What follows belongs to an exercise in optimizing a design on an open flow for small area; a production flow would make more cautious choices.
Function was checked by simulation only, so behaviour that the tests miss may differ from the original.
Power and IR drop assume default switching activity. The clock port is modelled as an ideal driver; clocking choices that lean on that would not hold on a real chip.

## cardinal_ring
module cardinal_ring (node0_pesi, node0_peri, node0_pedi, node0_peso, node0_pero, node0_pedo, node0_polarity,
                  node1_pesi, node1_peri, node1_pedi, node1_peso, node1_pero, node1_pedo, node1_polarity,
                  node2_pesi, node2_peri, node2_pedi, node2_peso, node2_pero, node2_pedo, node2_polarity,
                  node3_pesi, node3_peri, node3_pedi, node3_peso, node3_pero, node3_pedo, node3_polarity,
                  clk, reset);
Size in the first run: about 3,000 flip-flops, roughly 530 I/O pins, ~0.081 mm^2 of cells after synthesis.
clock: 5.0 ns
lec_check: 0
cap_margin: 0
core_margin: 2
core_utilization: 60
cts_buf_list: sky130_fd_sc_hd__clkbuf_4
place_density: 0.7
slew_margin: 0
synth_hierarchical: 1
run.sh (not shown) runs the stock make flow with config.mk's settings and CLKGATE_MAP_FILE= SYNTH_SCRIPT=/design/flow/synth_recipe.tcl, a recipe that flattens the netlist after the stock synthesis.
The baseline finished clean.
==> next run, changes <==
==> flow/flow/run.sh (new file) <==
#!/bin/bash
# Layout flow: the standard flow (standard.sh) with three changes:
#  - port buffers use the smallest buffer (sky130_fd_sc_hd__buf_1),
#  - clock tree synthesis inserts no dummy loads and uses the buffers and
#    cluster sizes set in opts.sh,
#  - any further ORFS variables set in opts.sh.
# The standard synthesis runs unchanged. Each tool's full output is in
# the ORFS logs under orfs/logs; make's own output goes to flow.log here.
set -euo pipefail
HERE="$(cd "$(dirname "${BASH_SOURCE[0]}")" && pwd)"
WORK="$(pwd)"
export BUFFER_PORTS_ARGS="-buffer_cell sky130_fd_sc_hd__buf_1"
CTS_BUFS="sky130_fd_sc_hd__clkbuf_8"
CTS_EXTRA=""
if [[ -f "$HERE/opts.sh" ]]; then source "$HERE/opts.sh"; fi
export CTS_ARGS="-sink_clustering_enable -repair_clock_nets -dont_use_dummy_load -buf_list {$CTS_BUFS} $CTS_EXTRA"
bash "$WORK/standard.sh" > "$WORK/flow.log" 2>&1 || { tail -50 "$WORK/flow.log"; exit 1; }
tail -5 "$WORK/flow.log"
==> flow/flow/opts.sh (new file) <==
CTS_BUFS="sky130_fd_sc_hd__clkbuf_8"
==> flow/standard.sh (new file) <==
#!/bin/bash
# synth_recipe.tcl (not shown) runs the flow's synth.tcl, then flattens the netlist and writes it again
# the make line also repeats each setting of config.mk as NAME=value (left out here)
make -C /OpenROAD-flow-scripts/flow DESIGN_CONFIG=/design/flow/config.mk WORK_HOME=/design/flow/orfs CLKGATE_MAP_FILE= SYNTH_SCRIPT=/design/flow/synth_recipe.tcl "${@:-finish}"
Settings changed: CTS_BUF_LIST sky130_fd_sc_hd__clkbuf_4 to unset.
removed: flow/run.sh
Result: Global-route usage drops by 0.63 points. Routed wire length shrinks by 1.6%. Via count falls by 4.2%. Design area fell by 6.1%.
==> next run, changes <==
==> flow/run.sh (new file) <==
#!/bin/bash
# synth_recipe.tcl (not shown) runs the flow's synth.tcl, then flattens the netlist and writes it again
# the make line also repeats each setting of config.mk as NAME=value (left out here)
make -C /OpenROAD-flow-scripts/flow DESIGN_CONFIG=/design/flow/config.mk WORK_HOME=/design/flow/orfs CLKGATE_MAP_FILE= SYNTH_SCRIPT=/design/flow/synth_recipe.tcl finish
Settings changed: CORE_UTILIZATION 60 to 45, CTS_BUF_LIST set to sky130_fd_sc_hd__clkbuf_8, PLACE_DENSITY 0.7 to 0.6.
removed: flow/flow/run.sh
removed: flow/flow/opts.sh
removed: flow/standard.sh
The new run completed without violations.
Power goes up by 10%.
Maximum frequency goes down by 10%.
Synthesized area is unchanged.
First-iteration DRC count goes down by 11%.
Die area goes up by 33%.
Cell count goes up by about 12%.
Clock skew goes down by 64 ps.
==> next run, changes <==
==> flow/flow/run.sh (new file) <==
#!/bin/bash
# Layout flow: the standard flow (standard.sh) with three changes:
#  - port buffers use the smallest buffer (sky130_fd_sc_hd__buf_1),
#  - clock tree synthesis inserts no dummy loads and uses the buffers and
#    cluster sizes set in opts.sh,
#  - any further ORFS variables set in opts.sh.
# The standard synthesis runs unchanged. Each tool's full output is in
# the ORFS logs under orfs/logs; make's own output goes to flow.log here.
set -euo pipefail
HERE="$(cd "$(dirname "${BASH_SOURCE[0]}")" && pwd)"
WORK="$(pwd)"
export BUFFER_PORTS_ARGS="-buffer_cell sky130_fd_sc_hd__buf_1"
CTS_BUFS="sky130_fd_sc_hd__clkbuf_8"
CTS_EXTRA=""
if [[ -f "$HERE/opts.sh" ]]; then source "$HERE/opts.sh"; fi
export CTS_ARGS="-sink_clustering_enable -repair_clock_nets -dont_use_dummy_load -buf_list {$CTS_BUFS} $CTS_EXTRA"
bash "$WORK/standard.sh" > "$WORK/flow.log" 2>&1 || { tail -50 "$WORK/flow.log"; exit 1; }
tail -5 "$WORK/flow.log"
==> flow/flow/opts.sh (new file) <==
CTS_BUFS="sky130_fd_sc_hd__clkbuf_16"; CTS_EXTRA="-sink_clustering_size 30 -sink_clustering_max_diameter 80"
==> flow/standard.sh (new file) <==
#!/bin/bash
# synth_recipe.tcl (not shown) runs the flow's synth.tcl, then flattens the netlist and writes it again
# the make line also repeats each setting of config.mk as NAME=value (left out here)
make -C /OpenROAD-flow-scripts/flow DESIGN_CONFIG=/design/flow/config.mk WORK_HOME=/design/flow/orfs CLKGATE_MAP_FILE= SYNTH_SCRIPT=/design/flow/synth_recipe.tcl "${@:-finish}"
Settings changed: CORE_UTILIZATION 45 to 60, CTS_BUF_LIST sky130_fd_sc_hd__clkbuf_8 to unset, PLACE_DENSITY 0.6 to 0.7.
removed: flow/run.sh
Effect:
- The changed run completed with no timing, DRC or antenna violations
- setup slack is better by 630 ps
- clock skew went up by 8.7 ps
- fmax goes up by about a fifth
- design area decreases by roughly a tenth
- utilization climbs by 10 points
- power came out lower by about a fifth
- synthesized area stays the same
- via count falls slightly
- non-clock buffer count increases by 1
- hold slack loses 4.6 ps

-- static timing again, ports no longer ideal --
The flow's constraints put no driver on any port. The routed layouts listed below were extracted and timed again, unchanged, in two steps. Step 1 (the two cells are an assumption about what drives the block):
set clk [get_ports {clk}]
set_driving_cell -lib_cell sky130_fd_sc_hd__clkbuf_16 $clk
set_driving_cell -lib_cell sky130_fd_sc_hd__buf_2 [delete_from_list [all_inputs] $clk]
Step 2, shift: input delay + t, output delay - t, t = (earliest + latest rising clock arrival at the registers) / 2. This alone moves slack from input paths to output paths. Slacks: ideal / step 1 / step 2; pairs: ideal / step 1.
run	t (ns)	setup slack, ns	worst slew at a driven data input, ns
the first run	1.407	1.201 / 1.121 / 1.820	0.20
the second run	1.124	1.758 / 1.676 / 2.055	0.20
the third run	1.168	1.387 / 1.300 / 1.846	0.23
the fourth run	0.820	2.015 / 1.988 / 2.015	0.21
After both steps setup and hold are still met in every run listed.
